This design comes from an exercise in tuning for small area, a short achievable clock period and few clock cycles on the open sky130 flow, not from production work.
Only simulation tests tie the RTL to the original design; equivalence was not proved.

==> flow/design.v (outline; a module is shown in full before it is edited, if it fits) <==
// module multiplier: 9 lines
// module umul15: 419 lines
// module multiplier_s: 9 lines
// module umul15_s: 430 lines
// module fadd: 10 lines
// module s1neuron: 55 lines
// module rmac: 37 lines
// module s2neuron: 31 lines
// module ctrl: 35 lines
// module top: 25 lines
module top (
    input          clk,
    input          reset,
    input          start,
    input  [127:0] IN,
    output [3:0]   addr_r,
    output [3:0]   addr_c,
    input  [127:0] Wr,
    input  [127:0] Wc,
    output         done,
    output [127:0] Y
);
  // ...
==> flow/flow/run.sh <==
#!/bin/bash
set -euo pipefail
bash standard.sh "BUFFER_PORTS_ARGS=-buffer_cell sky130_fd_sc_hd__buf_1" \
    SETUP_SLACK_MARGIN=26.3 finish > standard_flow.log 2>&1
==> flow/standard.sh <==
#!/bin/bash
# synth_recipe.tcl (not shown) runs the flow's synth.tcl, then flattens the netlist and writes it again
# the make line also repeats each setting of config.mk as NAME=value (left out here)
make -C /OpenROAD-flow-scripts/flow DESIGN_CONFIG=/design/flow/config.mk WORK_HOME=/design/flow/orfs CLKGATE_MAP_FILE= SYNTH_SCRIPT=/design/flow/synth_recipe.tcl "${@:-finish}"
==> flow/config.mk <==
export PLATFORM = sky130hd
export DESIGN_NAME = top
export DESIGN_NICKNAME = top
export VERILOG_FILES = /design/flow/design.v
export SDC_FILE = /design/flow/constraint.sdc
export NUM_CORES = 4
export LEC_CHECK = 0
export CAP_MARGIN = 20
export CORE_MARGIN = 2
export CORE_UTILIZATION = 45
export PLACE_DENSITY = 0.6
export SLEW_MARGIN = 20
export SYNTH_HIERARCHICAL = 1
export SYNTH_MINIMUM_KEEP_SIZE = 0
==> flow/constraint.sdc <==
create_clock -name core_clock -period 35.0 [get_ports {clk}]
set_input_delay 7.0000 -clock core_clock [delete_from_list [all_inputs] [get_ports {clk}]]
set_output_delay 7.0000 -clock core_clock [all_outputs]
set_load 0.01 [all_outputs]
==> out/qor.csv, run 1 <==
stage,metric,value,unit
logic_synthesis,#FFs+latches synth,428,
worst_setup_path,FF-to-FF setup slack,26640,ps
placement,Placed Cells,8463,
finish,buffers outside the clock class,599,
floorplanning,die area,145000,um2
worst_setup_path,Stages on worst setup path,25,
global_routing,met3 Use GR,0.0335,
placement,Port Buf Inserts,521,
sta,fmax,120,MHz
logic_synthesis,Post-synth EDFFs,159,
finish,share of cells above drive strength 1,0.0671,
global_routing,total grt overflow,0,
drt,Vias,46700,
worst_setup_path,R2R Path End,s2n.lane[3].mac.y[6],
status,status,no timing/DRC/antenna violations,
sta,Final setup viols,0,
sta,Final min period,8360,ps
logic_synthesis,Synth area leader,fa_1,
sta,Max Transition Viols Final,0,
logic_synthesis,synthesized netlist cell count,6190,
hold_path,worst hold path cell count,1,
global_routing,grt peak-use layer,met2,
finish,"Inverters, non-clock",344,
drt,M1 wire length,70.0,mm
floorplanning,Die Y,381,um
finish,Nets,8752,
logic_synthesis,"Primary FF master, synth",dfxtp_1,
finish,Non-clock buffering overhead,0.0376,
Testbench counts, summed over its fixed seeds: cycles 10,240.
==> module s1neuron, before the edit <==
module s1neuron #(parameter G = 2, parameter CW = 5) (
    input              clk,
    input  [CW-1:0]    cnt,
    input              busy,
    input  [127:0]     IN,
    input  [127:0]     Wr,
    output reg [15:0]  h
);
    localparam Q = 8 / G;
    localparam LG = (G <= 2) ? 1 : (G <= 4) ? 2 : 3;
    wire [CW-1:0] u = cnt;
    wire [LG-1:0] g = (G == 1) ? 0 : u[LG-1:0];
    reg  [16*Q-1:0] opx, opw;
    reg  [16*Q-1:0] prod;
    wire [16*Q-1:0] pw;
    reg  [15:0] acc;
    function [15:0] smacc;
        input [15:0] acc;
        input [15:0] p;
        reg         as;
        reg  [16:0] t;
        begin
            as = acc[15] & (|acc[14:0]);       
            t  = {as, as, acc[14:0]} + {p[15], p[15], p[14:0] ^ {15{p[15]}}} + {16'd0, p[15]};
            smacc = {t[16], t[14:0]};
        end
    endfunction
    genvar i;
    generate
        for (i = 0; i < Q; i = i + 1) begin : lane
            always @(posedge clk) begin
                opx[16*i +: 16] <= IN[16*(g*Q+i) +: 16];
                opw[16*i +: 16] <= Wr[16*(g*Q+i) +: 16];
            end
            multiplier_s mul (.a(opx[16*i +: 16]), .b(opw[16*i +: 16]), .p(pw[16*i +: 16]));
        end
    endgenerate
    always @(posedge clk) prod <= pw;
    wire [CW-1:0] u2 = cnt - 2;
    wire          act = (cnt >= 2) && (cnt < 8*G+2);
    wire          first = (G == 1) ? 1'b1 : (u2[LG-1:0] == 0);
    wire          last  = (G == 1) ? 1'b1 : (u2[LG-1:0] == G-1);
    wire [16*(Q+1)-1:0] chain;
    assign chain[15:0] = first ? 16'd0 : acc;
    generate
        for (i = 0; i < Q; i = i + 1) begin : fold
            assign chain[16*(i+1) +: 16] = smacc(chain[16*i +: 16], prod[16*i +: 16]);
        end
    endgenerate
    wire [15:0] s = chain[16*Q +: 16];
    always @(posedge clk) begin
        if (act) acc <= s;
        if (act && last) h <= s[15] ? 16'd0 : s;
    end
endmodule
==> run 2, diff against run 1 <==
--- a/flow/design.v
+++ b/flow/design.v
@@ -895,10 +895,42 @@
         input [15:0] acc;
         input [15:0] p;
         reg         as;
-        reg  [16:0] t;
+        reg  [16:0] a, b, g, q, c, t;
         begin
             as = acc[15] & (|acc[14:0]);       
-            t  = {as, as, acc[14:0]} + {p[15], p[15], p[14:0] ^ {15{p[15]}}} + {16'd0, p[15]};
+            a  = {as, as, acc[14:0]};
+            b  = {p[15], p[15], p[14:0] ^ {15{p[15]}}};
+            g  = a & b;
+            q  = a ^ b;
+            g[0] = g[0] | (q[0] & p[15]);
+            g[1] = g[1] | (q[1] & g[0]);  q[1] = q[1] & q[0];
+            g[3] = g[3] | (q[3] & g[2]);  q[3] = q[3] & q[2];
+            g[5] = g[5] | (q[5] & g[4]);  q[5] = q[5] & q[4];
+            g[7] = g[7] | (q[7] & g[6]);  q[7] = q[7] & q[6];
+            g[9] = g[9] | (q[9] & g[8]);  q[9] = q[9] & q[8];
+            g[11] = g[11] | (q[11] & g[10]);  q[11] = q[11] & q[10];
+            g[13] = g[13] | (q[13] & g[12]);  q[13] = q[13] & q[12];
+            g[15] = g[15] | (q[15] & g[14]);  q[15] = q[15] & q[14];
+            g[3] = g[3] | (q[3] & g[1]);  q[3] = q[3] & q[1];
+            g[7] = g[7] | (q[7] & g[5]);  q[7] = q[7] & q[5];
+            g[11] = g[11] | (q[11] & g[9]);  q[11] = q[11] & q[9];
+            g[15] = g[15] | (q[15] & g[13]);  q[15] = q[15] & q[13];
+            g[7] = g[7] | (q[7] & g[3]);  q[7] = q[7] & q[3];
+            g[15] = g[15] | (q[15] & g[11]);  q[15] = q[15] & q[11];
+            g[15] = g[15] | (q[15] & g[7]);  q[15] = q[15] & q[7];
+            g[11] = g[11] | (q[11] & g[7]);  q[11] = q[11] & q[7];
+            g[5] = g[5] | (q[5] & g[3]);  q[5] = q[5] & q[3];
+            g[9] = g[9] | (q[9] & g[7]);  q[9] = q[9] & q[7];
+            g[13] = g[13] | (q[13] & g[11]);  q[13] = q[13] & q[11];
+            g[2] = g[2] | (q[2] & g[1]);  q[2] = q[2] & q[1];
+            g[4] = g[4] | (q[4] & g[3]);  q[4] = q[4] & q[3];
+            g[6] = g[6] | (q[6] & g[5]);  q[6] = q[6] & q[5];
+            g[8] = g[8] | (q[8] & g[7]);  q[8] = q[8] & q[7];
+            g[10] = g[10] | (q[10] & g[9]);  q[10] = q[10] & q[9];
+            g[12] = g[12] | (q[12] & g[11]);  q[12] = q[12] & q[11];
+            g[14] = g[14] | (q[14] & g[13]);  q[14] = q[14] & q[13];
+            g[16] = g[16] | (q[16] & g[15]);  q[16] = q[16] & q[15];
+            t  = (a ^ b) ^ {g[15:0], p[15]};
             smacc = {t[16], t[14:0]};
         end
     endfunction
==> flow/flow/run.sh (replaced) <==
#!/bin/bash
set -euo pipefail
bash standard.sh "BUFFER_PORTS_ARGS=-buffer_cell sky130_fd_sc_hd__buf_1" \
    SETUP_SLACK_MARGIN=26.8 finish > standard_flow.log 2>&1
==> out/qor.csv, run 2 <==
stage,metric,value,unit,change
cts,H-tree depth reported by CTS,2,,
floorplanning,io pins,524,,
drt,post-route ant nets,0,,
logic_synthesis,most frequent cells after synthesis,"1800 x nand2_1, 1503 x fa_1, 376 x inv_1",,
finish,Largest register FFs,128,,
logic_synthesis,Synth top area share,0.472,,
finish,Largest Register,s2n.lane.mac.y,,
logic_synthesis,"Distinct cells, synth",87,,
floorplanning,Core Box Area,141000,um2,
sta,final worst setup slack,26620,ps,
floorplanning,Die Y,381,um,about the same
logic_synthesis,Async SR Flop Fraction,0,,
floorplanning,die width,381,um,
logic_synthesis,sequential area share after synthesis,0.159,,
sta,Slew headroom,0.323,,
logic_synthesis,Mapped Area,63800,um2,
logic_synthesis,#FFs+latches synth,428,,unchanged
logic_synthesis,"Primary FF master, synth",dfxtp_1,,
global_routing,pin count of the biggest net entering global routing,76,,
worst_setup_path,"Slowest-stage cell, CP",edfxtp_1,,
worst_setup_path,CP endpoint kind,output port,,
sta,setup TNS,0,ps,
placement,RD Place Congestion,0.882,,
logic_synthesis,Synth Area per Inst,10.3,um2,
sta,slew at the pin closest to its max-slew limit,1010,ps,
cts,Num CTS Buffers,55,,
sta,Hold Slack,466,ps,
sta,Worst Skew,42.6,ps,
logic_synthesis,total number of yosys warnings,10,,
floorplanning,die area,145000,um2,-0.12%
cts,clk buf depth,3,,
sta,Final setup viols,0,,unchanged
global_routing,vias in the first global route,51000,,
drt,Vias per Instance,5.44,,
global_routing,total grt overflow,0,,unchanged
cts,Clock Sinks,428,,
global_routing,antenna violations before repair,6,,
logic_synthesis,synthesized netlist cell count,6168,,-0.36%
worst_setup_path,CP startpoint kind,register,,
finish,"commonest non-fill, non-tap cell in the layout",nand2_1,,
worst_setup_path,worst path cell trace,buf_6,,
cts,clock root buffer,clkbuf_16,,
worst_setup_path,Top Family by Delay on Critical Path,flip-flops,,
finish,most frequent cells in the layout,"1800 x nand2_1, 1498 x fa_1, 406 x buf_1",,
worst_setup_path,Critical Path Max Stage Delay,520,ps,
drt,initial DRC count,2977,,
finish,share of cells above drive strength 1,0.102,,+0.0350
finish,Nets,8843,,+1.0%
logic_synthesis,Post-synth EDFFs,159,,unchanged
floorplanning,Rows,138,,
finish,Fillers,12900,,
sta,RSZ-0062 raised after global routing,true,,
sta,Final period util,0.239,,
drt,DRT Pass-1 Iters,6,,
drt,DRC,0,,
floorplanning,starting density of the core,0.452,,
cts,CTS tree,built,,
sta,Final min period,8380,ps,+14.4 ps
sta,Hold Fails Final Rpt,0,,
drt,Vias,47000,,+0.73%
global_routing,Overall Global Routing Usage,0.247,,
global_routing,first-pass GRT wire length,280,mm,
flow_run,Max-Cap Viols,0,,
cts,clk latency of the worst-skew pair,690,ps,
drt,final wirelength,178,mm,
worst_setup_path,"Req. time, crit path",28000,ps,
sta,Max Transition Viols Final,0,,unchanged
finish,Area Overhead vs Synth,11.7,%,
cts,Post-CTS Hold Fix Bufs,0,,
hold_path,worst hold path type,reg -> reg,,
sta,fmax,119,MHz,-0.17%
drt,WL/cell,20.6,um,
placement,Port Buf Inserts,521,,unchanged
worst_setup_path,worst-path fanout max,2,,
placement,detailed placement HPWL,131,mm,
worst_setup_path,Crit path arrival time,1380,ps,
logic_synthesis,top-count cell post-synth,nand2_1,,
worst_setup_path,crit path kind,reg -> out,,
worst_setup_path,WP buf/inv,1,,
status,status,no timing/DRC/antenna violations,,
logic_synthesis,Synth area leader,fa_1,,
cts,clock slew at reported path FFs,60,ps,
placement,Setup Slack @ Placement,26230,ps,
logic_synthesis,top post-synthesis cells by area,"fa_1 47%, nand2_1 11%, dfxtp_1 8.4%",,
[run 2: timing repair]
item / in CTS / in global routing
gates cloned: 1 / 7
endpoints found under the setup margin: 271 / 272
resized for setup: 76 / 160
pin swaps: 3 / 25
setup buffers: 37 / 50
[run 2: through the flow]
step / utilization / cell area, um2 / cells
2_1_floorplan: - / 64200 / 6273
3_3_place_gp: 0.481 / 67800 / 8443
3_5_place_dp: 0.481 / 67800 / 8443
4_1_cts: 0.498 / 70300 / 8583
5_1_grt: 0.505 / 71300 / 8640
6_report: 0.505 / 71300 / 8643
[run 2: worst paths after layout]
check / endpoint / start / slack (ps) / cells past startpoint
hold reg to reg: s1n.prod[63] / s1n.opx[63] / 470 / 1
setup / recovery: Y[59] / s2n.lane[3].mac.y[11] / 26620 / 1
setup reg to reg: s2n.lane[0].mac.y[7] / s1n.h[11] / 27130 / 21
hold / removal: s1n.prod[63] / s1n.opx[63] / 470 / 1
[run 2: cell families after synthesis]
family          share of synthesized area
simple gates                        0.144
fa+ha+maj                           0.521
buf+inv                            0.0430
compound gates                     0.0597
flops                               0.159
xor+xnor                           0.0367
mux                                0.0361
other cells                      0.000588
[run 2: final cells by class]
class	count	area [um2]	area share
flip-flops and latches	428	10200	0.143
well taps	1890	2360	0.0332
repair buffers	688	3760	0.0528
clock buffers	66	1480	0.0208
diodes	3	7.51	0.000105
inverters	380	1430	0.0200
clock inverters	36	444	0.00623
multi-input cells	5152	51600	0.724
[run 2: metal layers]
metal / up-vias / track usage / routed length [um]
met5: - / 0 / 13
met4: 2 / 0.0884 / 6430
met3: 329 / 0.0480 / 13600
met2: 1933 / 0.427 / 89200
met1: 24300 / 0.307 / 68900
li1: 20500 / - / -
[run 2: per-module statistics from Yosys, one instance, submodules excluded, a selection]
| module | cell area, um2 | times used |
|---|---|---|
| multiplier_s | 8.76 | 4 |
| multiplier | 8.76 | 4 |
| umul15 | 1800 | 4 |
| umul15_s | 1700 | 4 |
| fadd | 20.0 | 1408 |
Testbench counts of run 2, summed over its fixed seeds: cycles 10,240.
==> module rmac, before the edit <==
module rmac #(parameter G = 2) (
    input              clk,
    input              act,
    input  [G-1:0]     sel,
    input              first,
    input              last,
    input  [15:0]      w,
    input  [15:0]      h,
    output reg [16*G-1:0] y
);
    wire [15:0] p, s;
    reg  [15:0] cur;
    integer k;
    function [15:0] smacc;
        input [15:0] acc;
        input [15:0] p;
        reg         as;
        reg  [16:0] t;
        begin
            as = acc[15] & (|acc[14:0]);       
            t  = {as, as, acc[14:0]} + {p[15], p[15], p[14:0] ^ {15{p[15]}}} + {16'd0, p[15]};
            smacc = {t[16], t[14:0]};
        end
    endfunction
    always @* begin
        cur = 16'd0;
        for (k = 0; k < G; k = k + 1)
            if (sel[k]) cur = y[16*k +: 16];
    end
    multiplier mul (.a(w), .b(h), .p(p));
    assign s = smacc(first ? 16'd0 : cur, p);
    always @(posedge clk)
        for (k = 0; k < G; k = k + 1)
            if (act && sel[k]) begin
                y[16*k +: 16] <= (last && s[15]) ? 16'd0 : s;
            end
endmodule
==> run 3, diff against run 2 <==
--- a/flow/design.v
+++ b/flow/design.v
@@ -979,10 +979,42 @@
         input [15:0] acc;
         input [15:0] p;
         reg         as;
-        reg  [16:0] t;
+        reg  [16:0] a, b, g, q, c, t;
         begin
             as = acc[15] & (|acc[14:0]);       
-            t  = {as, as, acc[14:0]} + {p[15], p[15], p[14:0] ^ {15{p[15]}}} + {16'd0, p[15]};
+            a  = {as, as, acc[14:0]};
+            b  = {p[15], p[15], p[14:0] ^ {15{p[15]}}};
+            g  = a & b;
+            q  = a ^ b;
+            g[0] = g[0] | (q[0] & p[15]);
+            g[1] = g[1] | (q[1] & g[0]);  q[1] = q[1] & q[0];
+            g[3] = g[3] | (q[3] & g[2]);  q[3] = q[3] & q[2];
+            g[5] = g[5] | (q[5] & g[4]);  q[5] = q[5] & q[4];
+            g[7] = g[7] | (q[7] & g[6]);  q[7] = q[7] & q[6];
+            g[9] = g[9] | (q[9] & g[8]);  q[9] = q[9] & q[8];
+            g[11] = g[11] | (q[11] & g[10]);  q[11] = q[11] & q[10];
+            g[13] = g[13] | (q[13] & g[12]);  q[13] = q[13] & q[12];
+            g[15] = g[15] | (q[15] & g[14]);  q[15] = q[15] & q[14];
+            g[3] = g[3] | (q[3] & g[1]);  q[3] = q[3] & q[1];
+            g[7] = g[7] | (q[7] & g[5]);  q[7] = q[7] & q[5];
+            g[11] = g[11] | (q[11] & g[9]);  q[11] = q[11] & q[9];
+            g[15] = g[15] | (q[15] & g[13]);  q[15] = q[15] & q[13];
+            g[7] = g[7] | (q[7] & g[3]);  q[7] = q[7] & q[3];
+            g[15] = g[15] | (q[15] & g[11]);  q[15] = q[15] & q[11];
+            g[15] = g[15] | (q[15] & g[7]);  q[15] = q[15] & q[7];
+            g[11] = g[11] | (q[11] & g[7]);  q[11] = q[11] & q[7];
+            g[5] = g[5] | (q[5] & g[3]);  q[5] = q[5] & q[3];
+            g[9] = g[9] | (q[9] & g[7]);  q[9] = q[9] & q[7];
+            g[13] = g[13] | (q[13] & g[11]);  q[13] = q[13] & q[11];
+            g[2] = g[2] | (q[2] & g[1]);  q[2] = q[2] & q[1];
+            g[4] = g[4] | (q[4] & g[3]);  q[4] = q[4] & q[3];
+            g[6] = g[6] | (q[6] & g[5]);  q[6] = q[6] & q[5];
+            g[8] = g[8] | (q[8] & g[7]);  q[8] = q[8] & q[7];
+            g[10] = g[10] | (q[10] & g[9]);  q[10] = q[10] & q[9];
+            g[12] = g[12] | (q[12] & g[11]);  q[12] = q[12] & q[11];
+            g[14] = g[14] | (q[14] & g[13]);  q[14] = q[14] & q[13];
+            g[16] = g[16] | (q[16] & g[15]);  q[16] = q[16] & q[15];
+            t  = (a ^ b) ^ {g[15:0], p[15]};
             smacc = {t[16], t[14:0]};
         end
     endfunction
==> flow/flow/run.sh (replaced) <==
#!/bin/bash
set -euo pipefail
bash standard.sh "BUFFER_PORTS_ARGS=-buffer_cell sky130_fd_sc_hd__buf_1" \
    SETUP_SLACK_MARGIN=26.65 finish > standard_flow.log 2>&1
==> out/qor.csv, run 3 <==
stage,metric,value,unit,change
floorplanning,die width,380,um,-0.23%
drt,met2 WL post-DR,87.6,mm,-1.8%
sta,Final min period,8340,ps,-38.6 ps
logic_synthesis,Mapped Area,63500,um2,-0.46%
drt,DRT Pass-1 Iters,6,,unchanged
cts,clock root buffer,clkbuf_16,,
global_routing,vias in the first global route,51100,,+0.25%
sta,Worst Skew,29.9,ps,-12.7 ps
flow_run,Max-Cap Viols,0,,unchanged
worst_setup_path,Critical Path Max Stage Delay,510,ps,about the same
worst_setup_path,CP endpoint kind,output port,,
worst_setup_path,Top Family by Delay on Critical Path,flip-flops,,
global_routing,antenna violations before repair,7,,+1
cts,clk latency of the worst-skew pair,670,ps,-20 ps
finish,fin area,70000,um2,-1.8%
hold_path,Hold EP,s1n.prod[47],,
sta,Max Transition Viols Final,0,,unchanged
global_routing,pin count of the biggest net entering global routing,112,,+47%
placement,Port Buf Inserts,521,,unchanged
logic_synthesis,total number of yosys warnings,10,,unchanged
cts,H-tree depth reported by CTS,2,,unchanged
logic_synthesis,top-count cell post-synth,nand2_1,,
logic_synthesis,most frequent cells after synthesis,"1792 x nand2_1, 1527 x fa_1, 404 x inv_1",,
finish,Fillers,12700,,-1.6%
logic_synthesis,Async SR Flop Fraction,0,,unchanged
sta,fmax,120,MHz,+0.46%
sta,Final period util,0.238,,-0.00110
hold_path,worst hold path type,reg -> reg,,
cts,Num CTS Buffers,52,,-5.5%
drt,DRC,0,,unchanged
logic_synthesis,#FFs+latches synth,428,,unchanged
floorplanning,Die Y,380,um,-0.23%
status,status,no timing/DRC/antenna violations,,
global_routing,first-pass GRT wire length,281,mm,+0.29%
floorplanning,Core Box Area,140000,um2,-0.97%
floorplanning,Rows,137,,-0.72%
floorplanning,starting density of the core,0.455,,+0.00234
worst_setup_path,crit path kind,reg -> out,,
global_routing,Overall Global Routing Usage,0.246,,-0.000354
finish,register area,10200,um2,unchanged
sta,setup TNS,0,ps,unchanged
finish,"commonest non-fill, non-tap cell in the layout",nand2_1,,
drt,post-route ant nets,0,,unchanged
worst_setup_path,FF-to-FF setup slack,27020,ps,-110 ps
logic_synthesis,Post-synth EDFFs,159,,unchanged
drt,initial DRC count,2992,,+0.50%
worst_setup_path,worst path cell trace,buf_1,,
logic_synthesis,Synth area leader,fa_1,,
finish,Nets,8690,,-1.7%
cts,Post-CTS Hold Fix Bufs,0,,unchanged
finish,share of cells above drive strength 1,0.0792,,-0.0228
worst_setup_path,r2r worst-path depth,27,,+29%
finish,Largest register FFs,128,,unchanged
drt,Top Metal Used,met5,,
finish,Area Overhead vs Synth,10.2,%,
drt,M1 wire length,69.9,mm,+1.5%
logic_synthesis,Synth top area share,0.481,,+0.00972
logic_synthesis,synthesized netlist cell count,6060,,-1.8%
cts,clock slew at reported path FFs,60,ps,about the same
cts,CTS tree,built,,
logic_synthesis,Synth Area per Inst,10.5,um2,+1.3%
sta,Final setup viols,0,,unchanged
worst_setup_path,"Slowest-stage cell, CP",edfxtp_1,,
global_routing,total grt overflow,0,,unchanged
finish,area occupied by multi-input gates,51000,um2,-1.1%
drt,final wirelength,175,mm,-2.0%
sta,RSZ-0062 raised after global routing,true,,
drt,WL/cell,20.7,um,+0.22%
placement,detailed placement HPWL,128,mm,-2.1%
cts,Clock Sinks,428,,unchanged
sta,Slew headroom,0.361,,+0.0373
logic_synthesis,top post-synthesis cells by area,"fa_1 48%, nand2_1 11%, dfxtp_1 8.5%",,
logic_synthesis,sequential area share after synthesis,0.160,,+0.000728
sta,Hold Fails Final Rpt,0,,unchanged
drt,Vias,45700,,-2.9%
finish,Largest Register,s2n.lane.mac.y,,
floorplanning,die area,144000,um2,-0.45%
worst_setup_path,worst r2r src,s1n.h[5],,
worst_setup_path,worst-path fanout max,2,,unchanged
cts,clk buf depth,3,,unchanged
drt,WL met3,12.6,mm,-7.9%
floorplanning,io pins,524,,unchanged
hold_path,Worst Hold Launch,s1n.opw[47],,
finish,most frequent cells in the layout,"1792 x nand2_1, 1522 x fa_1, 512 x buf_1",,
worst_setup_path,"Req. time, crit path",28000,ps,about the same
placement,RD Place Congestion,0.871,,-1.2%
logic_synthesis,"Distinct cells, synth",84,,-3.4%
worst_setup_path,CP startpoint kind,register,,
hold_path,worst hold path cell count,1,,unchanged
drt,Vias per Instance,5.41,,-0.67%
worst_setup_path,WP buf/inv,1,,unchanged
worst_setup_path,Crit path arrival time,1340,ps,-40 ps
placement,placed instance area,67400,um2,-0.61%
worst_setup_path,R2R Path End,s2n.lane[1].mac.y[29],,
sta,slew at the pin closest to its max-slew limit,957,ps,-56.5 ps
logic_synthesis,"Primary FF master, synth",dfxtp_1,,
## run 3: cell count changes in the layout (fill, tap and decap cells not counted), sizes merged, moves of 20 or more
cell | before | now
nor2 | 187 | 163
clkbuf | 151 | 74
inv | 388 | 412
buf | 602 | 622
o21ai | 105 | 81
fa | 1503 | 1527
## run 3: per-layer routing
layer  GRT usage  vias up
li1            -    19800
met1       0.324    23700
met2       0.429     1911
met3      0.0330      275
met4      0.0664        4
met5           0        -
## run 3: how the worst max path moves through the flow
stage,start,to,slack [ps],cells past startpoint
3_3_place_gp,s1n.h[9],s2n.lane[1].mac.y[13],26190,27
3_5_place_dp,s1n.h[9],s2n.lane[1].mac.y[13],26090,27
6_report,s2n.lane[0].mac.y[15],Y[15],26660,1
2_1_floorplan,ctrl_path.cnt[0],s1n.h[11],27260,35
4_1_cts,s2n.lane[0].mac.y[15],Y[15],26610,1
5_1_grt,s1n.h[8],s2n.lane[2].mac.y[13],26620,28
## run 3: logic make-up after synthesis
family	after synthesis	synth area share
xor+xnor	251	0.0352
compound gates	465	0.0514
other cells	10	0.000591
mux	206	0.0363
simple gates	2202	0.140
flops	428	0.160
buf+inv	723	0.0464
fa+ha+maj	1775	0.530
## run 3: metrics by stage
stage	cells	setup slack, ps	util	hold slack, ps
floorplan	6165	27260	-	406
global placement	8319	26190	0.482	473
detailed placement	8319	26090	0.482	467
CTS	8421	26610	0.497	467
global route	8451	26620	0.501	478
finish	8452	26660	0.501	456
## run 3: per-module statistics from Yosys (local to each module, per instance), a selection
module / flip-flops and latches / times used / cells / cell area [um2]
umul15: 0 / 4 / 363 / 1800
multiplier: 0 / 4 / 1 / 8.76
multiplier_s: 0 / 4 / 1 / 8.76
fadd: 0 / 1408 / 1 / 20.0
umul15_s: 0 / 4 / 348 / 1700
## run 3: final cells by class
class / count / area share
sequential: 428 / 0.145
clock inverter: 29 / 0.00456
antenna: 1 / 0.0000357
inverter: 408 / 0.0219
clock buffer: 68 / 0.0214
timing repair buffer: 628 / 0.0442
tap: 1876 / 0.0335
multi-input combinational: 5014 / 0.729
## run 3: repair_timing
| action | 4_1_cts | 5_1_grt |
|---|---|---|
| setup buffers | 5 | 26 |
| hold endpoints to repair | 0 | 0 |
| pin swaps | 0 | 20 |
| gates cloned | 0 | 4 |
| resized for setup | 41 | 72 |
| endpoints found under the setup margin | 149 | 143 |
## run 3: worst register-to-register path: stages, from the launching register on
cell and delay, ps:
edfxtp_1 340, buf_6 270, buf_8 360, nand2_1 130, fa_1 510, fa_1 520, fa_1 520, fa_1 550
inv_1 40, ha_1 270, nor2b_1 130, o21ai_0 210, a32oi_2 160, fa_2 370, fa_2 430, a211oi_4 310
o21ai_1 130, fa_1 390, xor2_1 190, xor2_1 160, ha_1 340, a21o_1 170, nand2b_1 170, o21ai_2 240
nand2_1 130, fa_1 440, xnor2_1 170, nor2_1 70
Testbench counts of run 3, summed over its fixed seeds: cycles 10,240.

-- port drivers added, routing unchanged --
How much do the figures lean on ideal ports? The routed layouts below were timed once more, with nothing changed but the port constraints. Step 1, drivers: a clkbuf_16 drives clk and a buf_2 each remaining input, both assumed. Step 2 also shifts input and output timing later by t, the mid clock arrival at the registers, as if the neighbouring blocks saw the same clock. a / b / c = ideal / step 1 / step 2; a / b = the first two.
run	t, ns	setup WS [ns]	worst data-port slew with drivers (ns)
run 1	0.746	26.639 / 26.632 / 26.639	0.06
run 2	0.750	26.624 / 26.545 / 27.128	0.20
run 3	0.733	26.663 / 26.585 / 26.730	0.06
After both steps every run listed still meets setup and hold.
